What follows belongs to an exercise in optimizing a design on an open flow for small area, a short achievable clock period and few clock cycles; a production flow would make more cautious choices. Only simulation tests tie the RTL to the original design; equivalence was not proved. No activity file was given, so power comes from the tool's default toggle rates.

<file path="design/flow/design.v">
`timescale 1ns / 1ps
module div_algo(
   Q,
   R,
   N,
   D);
parameter 							width = 16;
output   	[width - 1 : 0]   Q;
output  		[width - 1 : 0]   R;
input    	[width - 1 : 0]   N;
input    	[width - 1 : 0]   D;
integer 								i;
reg 			[width - 1 : 0] 	q;
reg 			[width - 1 : 0] 	r;
assign Q = q;
assign R = r;
always @(*) begin
	q = 0;
	r = 0;
	if (D != 0) begin
		for(i = width - 1; i >= 0; i = i-1) begin
			r = r << 1;
			r[0] = N[i];
			if(r >= D) begin
				r = r - D;
				q[i] = 1;
			end
		end
	end
end
endmodule
`timescale 1ns / 1ps
module base2_to_base3(
	base3_no,
	done,
	base2_no,
	en,
	rst,
	clk);
parameter width = 16;
output 	 	[2*width - 1 : 0]  	base3_no; 
output 		     	    			 	done;
input    	[width - 1 : 0]	 	base2_no;
input 					 			 	en;
input 					 			 	rst;
input	             	 			 	clk;
localparam READ  = 2'b00;
localparam EXEC  = 2'b01;
localparam EXEC2 = 2'b10;
localparam DONE  = 2'b11;
reg 	[width - 1 : 0] 		state;
reg 	[2*width - 1 : 0] 		base3_no_reg;
reg 	[width - 1 : 0] 			base2_no_r;
wire 	[width - 1 : 0] 		Q;
wire 	[width - 1 : 0]		R;
reg 	[width - 1 : 0] 		N;
wire 	[width - 1 : 0] 		D = 3;
reg 	[width - 1 : 0] 		count;
wire 	[2*width - 1 : 0] 		base3_next = {R[1 : 0], base3_no_reg[2*width - 1 : 2]};
div_algo #(.width(width)) DIV(
	.Q(Q),
	.R(R),
	.N(N),
	.D(D));
assign base3_no = base3_no_reg;
assign done = (state == DONE);
always @(posedge clk) begin
	if (rst) begin
		state <= READ;
		count <= 0;
		base3_no_reg <= 0;
	end else begin
		case(state)
			READ: begin
				count <= 0;
				base3_no_reg <= 0;
				if (en == 1) begin
					base2_no_r <= base2_no;
					state <= EXEC;
				end
			end
			EXEC: begin
				N <= base2_no_r;
				count <= count + 1;
				state <= EXEC2;
			end
			EXEC2: begin
				base2_no_r <= Q;
				if (Q != 0) begin
					base3_no_reg <= base3_next;
					state <= EXEC;
				end else begin
					base3_no_reg <= base3_next >> (2*width - 2*count);
					state <= DONE;
				end
			end
			DONE: begin
				state <= READ;
			end
			default: state <= READ;
		endcase
	end
end
endmodule
</file>
<file path="design/flow/run.sh">
#!/bin/bash
# synth_recipe.tcl (not shown) runs the flow's synth.tcl, then flattens the netlist and writes it again
# the make line also repeats each setting of config.mk as NAME=value (left out here)
make -C /OpenROAD-flow-scripts/flow DESIGN_CONFIG=/design/flow/config.mk WORK_HOME=/design/flow/orfs CLKGATE_MAP_FILE= SYNTH_SCRIPT=/design/flow/synth_recipe.tcl finish
</file>
<file path="design/flow/config.mk">
export PLATFORM = sky130hd
export DESIGN_NAME = base2_to_base3
export DESIGN_NICKNAME = base2_to_base3
export VERILOG_FILES = /design/flow/design.v
export SDC_FILE = /design/flow/constraint.sdc
export NUM_CORES = 4
export LEC_CHECK = 0
export CAP_MARGIN = 20
export CORE_MARGIN = 2
export CORE_UTILIZATION = 40
export SLEW_MARGIN = 20
</file>
<file path="design/flow/constraint.sdc">
create_clock -name core_clock -period 19.0 [get_ports {clk}]
set_input_delay 3.8000 -clock core_clock [delete_from_list [all_inputs] [get_ports {clk}]]
set_output_delay 3.8000 -clock core_clock [all_outputs]
set_load 0.01 [all_outputs]
</file>
==> impl_metrics.toml, run 1 <==
[outcome]
status = "timing/DRC/antenna clean"

[timing]
tightest_slew_ns = 1.16
max_slew_margin_pct = 22.2
finalSetupViolCount = 0
period_needed_ns = 18.17
max_freq_mhz = 55.0
min_period_over_period_pct = 95.7
maxSlewViolCount = 0
fin_skew_ns = 0.00983
setup_ws_ns = 0.826
hold_viol = 0
grt_setup_unrepaired = "yes"

[synthesis]
seq_area_frac_synth_pct = 17.1
syn_avg_cell_area_um2 = 7.41
ys_types = 124
synth_flop_cell = "dfxtp_1"
synth-seq-cells = 82
yosysWarnings = 2
syn-cell-area_um2 = 11500
netlist_instances = 1545
synth-edff-count = 32
ys_async_sr_fraction_pct = 0

[min_path]
min_path_type = "reg2reg"

[cells_and_area]
layout_common_cells = "nand2_1, nor2_1, buf_4"
drive_gt1_share_pct = 18.1
largest_register_ffs = 32
regArea_um2 = 1960
fill_cells = 2756
area_delta_synth_final_pct = 18.8
antennaDiodeCount = 0
multi_input_area_um2 = 9550
fin_nets = 1658
final_common_cell = "nand2_1"

[floorplanning]
pin_count = 52
rows = 61
die_area_um2 = 30000
coreArea_um2 = 28000
die_y_um = 173
start_util_pct = 40.9
die_x_um = 173

[placed_design]
hpwl_um = 30100
place.gp.congestion = 0.978
post-place-ws_ns = -0.303
io_buffers = 51

[power]
fin_total_pwr_uw = 959
power_density_nw_per_um2 = 70.5
ir_drop_uv = 41.4
p_leak_uw = 0.00486

[global_routing]
grt_pass1_wl_um = 63200
grt_overflow = 0
grt_max_degree = 42
grt_usage_pct = 25.1
antenna_found_initial = 0
grt_pass1_vias = 11700

[route]
dr.pass1.iters = 6
drt_wl_total_um = 40300
ant_nets = 0
wl_per_cell_um = 20.1
route.detailed.drc = 0
viasPerCell = 6.50
vias = 13000
drtIter0Drc = 1349

[critical_path]
arrival_ns = 18.43
max_stage_delay_ns = 0.58
crit_path_top_delay_cell = "or4_4"
crit_required_ns = 19.25
worst-setup-path-type = "reg2reg"
crit_path_end_kind = "register"
crit_fanout = 10
crit_path_start_kind = "register"

[clocking]
root_buffer = "clkbuf_16"
cts_max_level = 3
cts.path.max_buffers = 2
clk_pin_slew_ns = 0.06
cts.sinks = 82
cts_tree = "built"
cts_made_buffers = 9
worst_skew_pair.late_latency_ns = 0.34

[flow_run]
drv_cap = 0
## power by group
group,total [µW],internal (µW),switching [µW]
clock network,187,111,75.9
registers,192,187,4.81
logic,580,207,373
total,959,505,454
## routing by layer
| metal | share of wire [%] | vias to the layer above | GRT usage, % |
|---|---|---|---|
| li1 | - | 6166 | - |
| met1 | 45 | 6123 | 36.7 |
| met2 | 44 | 663 | 38.8 |
| met3 | 7.9 | 80 | 2.87 |
| met4 | 2.4 | 0 | 7.24 |
| met5 | 0 | - | 0 |
## cells by family after synthesis
family | Yosys count | synth area share (%)
AO/OA/AOI/OAI | 517 | 33.8
adder cells (fa/ha/maj) | 17 | 1.86
XOR/XNOR | 55 | 4.21
buffers and inverters | 110 | 4.28
AND/OR/NAND/NOR | 696 | 31.6
multiplexers | 68 | 7.10
flip-flops | 82 | 17.1
## critical path: cells and delay by family, from the launching register on
kind                     cells  cell delay, ns
multiplexers                 1            0.17
XOR/XNOR                     7            1.01
flip-flops                   1            0.43
AND/OR/NAND/NOR             40            9.33
adder cells (fa/ha/maj)     13            2.68
buffers and inverters        8            0.79
AO/OA/AOI/OAI               19            3.65
## synth_stat cells, drive strengths merged, types with 22 or more instances
cell type / count / share of area (%)
nor3: 78 / 3.8
nand3: 76 / 3.6
inv: 36 / 1.2
and2: 32 / 1.7
nand2: 161 / 5.3
a31oi: 31 / 1.7
a21oi: 90 / 4.1
o21ai: 98 / 4.3
xnor2: 34 / 2.6
a22oi: 22 / 1.6
nor2: 150 / 5.0
edfxtp: 32 / 8.4
nor4: 26 / 1.9
o31ai: 28 / 2.1
dfxtp: 50 / 8.7
a211oi: 31 / 2.3
and3: 38 / 2.1
buf: 32 / 1.7
clkbuf: 41 / 1.3
nand4: 28 / 1.5
mux2i: 40 / 3.5
## final timing paths
kind	startpoint	to	slack, ns	cells past startpoint
min reg2reg	base2_no_r[6]	N[6]	0.42	0
max reg2reg	N[14]	base3_no_reg[6]	0.83	88
max	N[14]	base3_no_reg[6]	0.83	88
min	base2_no_r[6]	N[6]	0.42	0
## through the flow
stage          instance area (µm²)  TNS, ns  hold slack (ns)  util, %  std cells
2_1_floorplan                11800        0            0.400        -       1545
3_3_place_gp                 12800        0            0.401     45.6       1952
3_5_place_dp                 12800    -4.83            0.407     45.6       1952
4_1_cts                      13100        0            0.422     46.8       1970
5_1_grt                      13600    -2.24            0.429     48.6       2005
6_report                     13600        0            0.419     48.6       2005
## area by class of cell
class,count,share of cell area (%)
clock inverter,6,0.515
multi-input combinational,1353,70.2
sequential,82,14.4
timing repair buffer,139,8.59
inverter,37,1.02
tap,378,3.47
clock buffer,10,1.84
## repair_timing
item,in CTS,in global routing
gates resized for setup,1,41
setup buffers,2,35
pin swaps,2,22
endpoints found under the hold margin,0,0
hold buffers,0,0
endpoints found under the setup margin,29,34
Testbench counts, summed over its fixed seeds: cycles 34,002.
==> run 2: changes to the inputs <==
==> design/flow/design.v (replaced) <==
`timescale 1ns / 1ps
module div_algo(
   Q,
   T,
   N);
parameter NW   = 16;    
parameter ROWS = 4;     
parameter QW   = 10;    
localparam ND = NW / 2;   
output   [QW - 1 : 0]     Q;
output   [2*ROWS - 1 : 0] T;
input    [NW - 1 : 0]     N;
integer k, i, a, b;
reg [4*ND - 1 : 0]   v, q;    
reg [2 : 0]          r, rn;   
reg [2*ROWS - 1 : 0] t;
reg [NW - 1 : 0]     qb;
assign T = t;
assign Q = qb[QW - 1 : 0];
always @(*) begin
	for (i = 0; i < ND; i = i + 1)
		for (b = 0; b < 4; b = b + 1)
			v[4*i + b] = (N[2*i +: 2] == b);
	t = 0;
	for (k = 0; k < ROWS; k = k + 1) begin
		r = 3'b001;
		q = 0;
		for (i = ND - 1; i >= 0; i = i - 1) begin
			rn = 3'b000;
			for (a = 0; a < 3; a = a + 1)
				for (b = 0; b < 4; b = b + 1) begin
					q[4*i + (4*a + b) / 3] = q[4*i + (4*a + b) / 3] | (r[a] & v[4*i + b]);
					rn[(a + b) % 3] = rn[(a + b) % 3] | (r[a] & v[4*i + b]);
				end
			r = rn;
		end
		t[2*k +: 2] = {r[2], r[1]};
		v = q;
	end
	for (i = 0; i < ND; i = i + 1)
		qb[2*i +: 2] = {v[4*i + 3] | v[4*i + 2], v[4*i + 3] | v[4*i + 1]};
end
endmodule
`timescale 1ns / 1ps
module base2_to_base3(
	base3_no,
	done,
	base2_no,
	en,
	rst,
	clk);
parameter width = 16;
output 	 	[2*width - 1 : 0]  	base3_no;
output 		     	    			 	done;
input    	[width - 1 : 0]	 	base2_no;
input 					 			 	en;
input 					 			 	rst;
input	             	 			 	clk;
localparam ROWS1 = 4;     
localparam QW1   = 10;    
localparam ROWS2 = 6;     
localparam QW2   = 1;     
wire 	[QW1 - 1 : 0]		q1;
wire 	[2*ROWS1 - 1 : 0]	t1;
wire 	[QW2 - 1 : 0]		q2;
wire 	[2*ROWS2 - 1 : 0]	t2;
reg 	[QW1 - 1 : 0]		q1_r;
reg 	[2*ROWS1 - 1 : 0]	t1_r;
reg 						done_r;
div_algo #(.NW(width), .ROWS(ROWS1), .QW(QW1)) DIV1(
	.Q(q1),
	.T(t1),
	.N(base2_no));
div_algo #(.NW(QW1), .ROWS(ROWS2), .QW(QW2)) DIV2(
	.Q(q2),
	.T(t2),
	.N(q1_r));
always @(posedge clk) begin
	q1_r <= q1;
	t1_r <= t1;
	if (rst)
		done_r <= 1'b0;
	else
		done_r <= en;
end
assign done = done_r;
assign base3_no = {{(2*width - 22){1'b0}}, 1'b0, q2, t2, t1_r};
endmodule
==> impl_metrics.toml, run 2 <==
[route]
ant_nets = 0
drt_wl_total_um = 14600
wl_met2_um = 6760
topRoutingLayerUsed = "met4"
drtIter0Drc = 564
route.detailed.drc = 0
dr.pass1.iters = 6
viasPerCell = 6.45
met1_length_um = 7200
wl_per_cell_um = 14.5
wl_met3_um = 500
vias = 6491

[critical_path]
crit_required_ns = 19.12
crit_path_start_kind = "input pin"
worst-setup-path-type = "in2reg"
crit_path_end_kind = "register"
arrival_ns = 10.16
crit_fanout = 33

[clocking]
root_buffer = "clkbuf_16"
cts_max_level = 1
cts_tree = "built"
hold_buffers = 0
post_cts_buffers = 0
cts.path.max_buffers = 2
cts.sinks = 19
cts_made_buffers = 3
clk_pin_slew_ns = 0.06
cts_resized = 0

[placed_design]
place.gp.congestion = 0.933
hpwl_um = 11300
io_buffers = 40

[timing]
max_freq_mhz = 99.7
tightest_slew_ns = 1.12
hold_ws_ns = 4.07
finalSetupViolCount = 0
maxSlewViolCount = 0
max_slew_margin_pct = 25.1
grt_setup_unrepaired = "no"
tns_ns = 0
min_period_over_period_pct = 52.8
hold_viol = 0
period_needed_ns = 10.04

[global_routing]
antenna_found_initial = 0
grt_pass1_vias = 5533
grt_max_degree = 34
grt_pass1_wl_um = 24900
grt_overflow = 0
grt_usage_pct = 19.1

[floorplanning]
pin_count = 52
coreArea_um2 = 13300
die_area_um2 = 14700
rows = 42
die_y_um = 121
die_x_um = 121
start_util_pct = 41.1

[synthesis]
seq_area_frac_synth_pct = 6.93
yosys-top-cells-count = "o21ai_0, nand2_1, nor2_1"
ys_async_sr_fraction_pct = 0
yosysWarnings = 3
synth-edff-count = 0
syn-cell-area_um2 = 5490
synth_top_cell_by_area = "o21ai_0"
synth-seq-cells = 19
synthMostInstantiatedCell = "o21ai_0"
ys_types = 73
synth_area_leaders = "o21ai_0, dfxtp_1, a21oi_1"
synth_flop_cell = "dfxtp_1"
syn_avg_cell_area_um2 = 6.65
synth_top_area_share_pct = 7.20
netlist_instances = 825

[power]
ir_drop_uv = 33.5
power_density_nw_per_um2 = 85.0
p_leak_uw = 0.00211
fin_total_pwr_uw = 506

[cells_and_area]
final_common_cell = "o21ai_0"
antennaDiodeCount = 0
largest_register_ffs = 10
top_regs = "q1_r x10, t1_r x8, done_r x1"
fin_nets = 858
finalCoreUtilization_pct = 44.6
layout_common_cells = "o21ai_0, nand2_1, nor2_1"
drive_gt1_share_pct = 5.54
fill_cells = 1425
area_delta_synth_final_pct = 8.50

[min_path]
min_path_type = "in2reg"
hold_end = "done_r"
holdPathStages = 2
hp-start = "rst"

[outcome]
status = "timing/DRC/antenna clean"

[flow_run]
drv_cap = 0
==> run 2: worst max path at each step <==
stage	startpoint	end	slack, ns	cells past startpoint
after floorplan	base2_no[14]	t1_r[6]	10.55	18
after global placement	base2_no[13]	t1_r[6]	8.92	15
after detailed placement	base2_no[13]	t1_r[6]	8.89	15
after CTS	base2_no[13]	t1_r[6]	9.13	15
after global routing	base2_no[13]	t1_r[6]	8.58	15
final	base2_no[13]	t1_r[6]	8.96	15
==> run 2: area by class of cell <==
type	count	area, µm²	area share (%)
Clock buffer	3	75.1	1.26
Tap cell	176	220	3.70
Clock inverter	1	5.00	0.0840
Inverter	37	139	2.33
Timing Repair Buffer	40	400	6.72
Sequential cell	19	380	6.39
Multi-Input combinational cell	730	4740	79.5
==> run 2: worst max-delay path, cell delays in order <==
cell	delay, ns
clkdlybuf4s50_1	1.15
mux2_4	0.36
a221o_1	0.39
nor2_2	0.33
a222oi_1	0.25
a22oi_1	0.70
o32ai_1	0.21
or2_2	0.36
a222oi_1	0.98
o22ai_1	0.21
a21o_1	0.25
or3_1	0.44
o32a_1	0.44
o21ai_1	0.15
o221ai_1	0.12
==> run 2: power breakdown <==
group          internal (µW)  switching [µW]
clock network           28.2            15.5
registers               45.9            3.49
logic                    159             254
total                    233             273
==> run 2: per-layer routing <==
metal / vias to the layer above / global-route usage, %
li1: 3293 / -
met1: 3018 / 27.5
met2: 166 / 32.0
met3: 14 / 0.987
met4: 0 / 3.02
met5: - / 0
==> run 2: per-stage QoR <==
step	cell area, µm²	setup slack, ns	instances
detailed placement	5880	8.89	1002
finish	5960	8.96	1006
CTS	5960	9.13	1006
global placement	5880	8.92	1002
floorplan	5530	10.55	835
global route	5960	8.58	1006
==> run 2: kinds of logic (layout without fill, tap and decap cells) <==
logic type | Yosys count | after routing | share of synthesized area, %
AND/OR/NAND/NOR | 273 | 273 | 24.5
AO/OA/AOI/OAI | 412 | 412 | 54.1
adder cells (fa/ha/maj) | 8 | 8 | 1.82
buffers and inverters | 86 | 81 | 7.48
multiplexers | 22 | 22 | 4.44
XOR/XNOR | 4 | 4 | 0.638
other | 1 | 11 | 0.0683
flip-flops | 19 | 19 | 6.93
Testbench counts of run 2, summed over its fixed seeds: cycles 3,200.
==> run 3: changes to the inputs <==
--- a/design/flow/config.mk
+++ b/design/flow/config.mk
@@ -7,2 +7,3 @@
 export LEC_CHECK = 0
+export ABC_AREA = 1
 export CAP_MARGIN = 20
==> impl_metrics.toml, run 3 <==
[critical_path]
crit_buf_inv = 5
crit_path_end_kind = "output pin"
crit_path_start_kind = "register"
crit_chain = "inv_1, ha_1, inv_1, o22ai_1, nor2_1, inv_1, a22oi_1, o21ai_1, inv_1, o21ai_0, nand2_1, nand3_1, nand2_1, nand3_1, nand2_1, nand4_1, nand2_1, nand3_1, nand2_1, nand3_1, nand2_1, nand4_1, clkdlybuf4s50_1"
crit_path_top_delay_cell = "clkdlybuf4s50_1"
crit_fanout = 4
worst-setup-path-type = "reg2out"
cp_common_cell = "nand2_1"
crit_required_ns = 15.20
max_stage_delay_ns = 0.48
cp_top_family = "simple AND/OR/NAND/NOR gates"
arrival_ns = 4.10

[synthesis]
synth_top_area_share_pct = 36.9
synthMostInstantiatedCell = "nand2_1"
synth-edff-count = 0
synth-seq-cells = 19
ys_types = 35
syn_avg_cell_area_um2 = 4.88
synth_top_cell_by_area = "nand2_1"
synth_flop_cell = "dfxtp_1"
yosysWarnings = 3
yosys-top-cells-count = "nand2_1, inv_1, nand3_1"
netlist_instances = 1016
seq_area_frac_synth_pct = 7.67
synth_area_leaders = "nand2_1, nand3_1, dfxtp_1"
syn-cell-area_um2 = 4960
ys_async_sr_fraction_pct = 0

[cells_and_area]
final_common_cell = "nand2_1"
drive_gt1_share_pct = 8.33
antennaDiodeCount = 0
largest_register_ffs = 10
layout_common_cells = "nand2_1, inv_1, nand3_1"
instances_no_fill = 1224
finalCoreUtilization_pct = 46.2
fin_nets = 1084
area_delta_synth_final_pct = 12.4
top_regs = "q1_r x10, t1_r x8, done_r x1"

[floorplanning]
start_util_pct = 41.1
die_area_um2 = 13300
pin_count = 52
rows = 40
die_y_um = 115
coreArea_um2 = 12100
die_x_um = 115

[placed_design]
place.gp.congestion = 0.914
io_buffers = 40
placed_cells = 1220
hpwl_um = 9920

[timing]
maxSlewViolCount = 0
max_freq_mhz = 127
tns_ns = 0
grt_setup_unrepaired = "no"
period_needed_ns = 7.90
min_period_over_period_pct = 41.6
finalSetupViolCount = 0
hold_ws_ns = 4.07
hold_viol = 0

[power]
switching_power_uw = 204
p_seq_share_pct = 11.8
power.internal_uw = 169
ir_drop_uv = 25.8
power_density_nw_per_um2 = 66.9
p_leak_uw = 0.00319
switching_share_pct = 54.7
clock_power_share_pct = 11.8
combPwrFrac_pct = 76.4
fin_total_pwr_uw = 373

[clocking]
cts.path.max_buffers = 2
hold_buffers = 0
cts_tree = "built"
root_buffer = "clkbuf_16"
cts.sinks = 19
cts_resized = 0
cts_max_level = 1
cts_made_buffers = 3
post_cts_buffers = 0
clk_pin_slew_ns = 0.06

[route]
drt_wl_total_um = 11800
wl_per_cell_um = 9.61
dr.pass1.iters = 8
viasPerCell = 5.01
drtIter0Drc = 350
ant_nets = 0
route.detailed.drc = 0
vias = 6128

[global_routing]
antenna_found_initial = 0
grt_max_degree = 12
grt_usage_pct = 18.5
grt_overflow = 0
grt_pass1_wl_um = 21800
grt_pass1_vias = 5438

[min_path]
min_path_type = "in2reg"

[outcome]
status = "timing/DRC/antenna clean"

[flow_run]
drv_cap = 0
-- run 3: changes by cell type after synthesis, sizes merged, moves of 22 or more --
| cell | change |
|---|---|
| o221ai | -23 |
| nand2 | +442 |
| nand4 | +34 |
| nand3 | +113 |
| clkbuf | -24 |
| a22oi | -22 |
| a21oi | -51 |
| inv | +77 |
-- run 3: cell families (layout without fill, tap and decap cells) --
logic type	Yosys count	after routing	share of synthesized area, %
buf+inv	131	161	11.2
flops	19	19	7.67
other cells	1	11	0.0756
fa+ha+maj	8	8	2.02
simple gates	769	769	69.3
compound gates	88	88	9.74
-- run 3: routing by layer --
metal | vias to the layer above | share of wire, % | global-route usage [%]
met2 | 113 | 47 | 33.0
met4 | 0 | 1.2 | 4.50
met1 | 2660 | 49 | 24.4
li1 | 3343 | - | -
met5 | - | 0 | 0
met3 | 12 | 2.2 | 0.896
-- run 3: path summary, 6_finish.rpt --
| check | startpoint | endpoint | slack (ns) | cells after the start |
|---|---|---|---|---|
| max | q1_r[8] | base3_no[20] | 11.10 | 23 |
| min | en | done_r | 4.07 | 3 |
-- run 3: layout make-up --
class / instances / area [µm²]
Tap cell: 168 / 210
Timing Repair Buffer: 40 / 400
Multi-Input combinational cell: 876 / 4060
Fill cell: 1314 / 6490
Inverter: 117 / 444
Sequential cell: 19 / 380
Clock inverter: 1 / 5.00
Clock buffer: 3 / 75.1
-- run 3: worst min-delay path, stage by stage --
cell             delay, ns
clkdlybuf4s50_1       0.40
inv_1                 0.05
nor2_1                0.03
-- run 3: power by group through the flow --
stage | clock network (µW) | logic, µW | registers [µW]
2_1_floorplan | 0 | 209 | 45.4
6_report | 44.1 | 285 | 43.9
5_1_grt | 47.4 | 325 | 44.2
3_3_place_gp | 0 | 286 | 44.8
3_5_place_dp | 0 | 284 | 44.8
4_1_cts | 45.6 | 285 | 43.9
-- run 3: stage by stage --
step	area, µm²	setup slack (ns)
after floorplan	5000	12.32
after global placement	5490	11.33
after detailed placement	5490	11.34
after CTS	5570	11.13
after global routing	5570	10.55
final	5570	11.10

==> separate check: timing with driven ports <==
Ports are ideal in the flow. The routed layouts listed here were re-timed in OpenROAD. Step 1 sets driving cells, clkbuf_16 on the clock port and buf_2 on the other inputs (assumed; they add their load-dependent delay and slew). Step 2 also shifts input and output timing later by t, the mid clock arrival at the registers, as if the neighbouring blocks saw the same clock. a / b / c = ideal / step 1 / step 2; a / b = the first two.
| run | t, ns | slack for setup (ns) | worst setup path at the end | latest minus earliest clock arrival (ns) | cell pins on the clock port's net |
|---|---|---|---|---|---|
| run 1 | 0.379 | 0.826 / 0.826 / 0.826 | register to register | 0.010 / 0.010 | 1 |
| run 2 | 0.283 | 8.965 / 8.977 / 8.694 | input to register | 0.004 / 0.004 | 1 |
| run 3 | 0.286 | 11.103 / 11.067 / 11.255 | input to register | 0.004 / 0.003 | 1 |
After both steps every run listed still meets setup and hold. For run 2, which loses most, drivers alone change the setup slack by +0.012 ns; drivers and shift together by -0.271 ns.
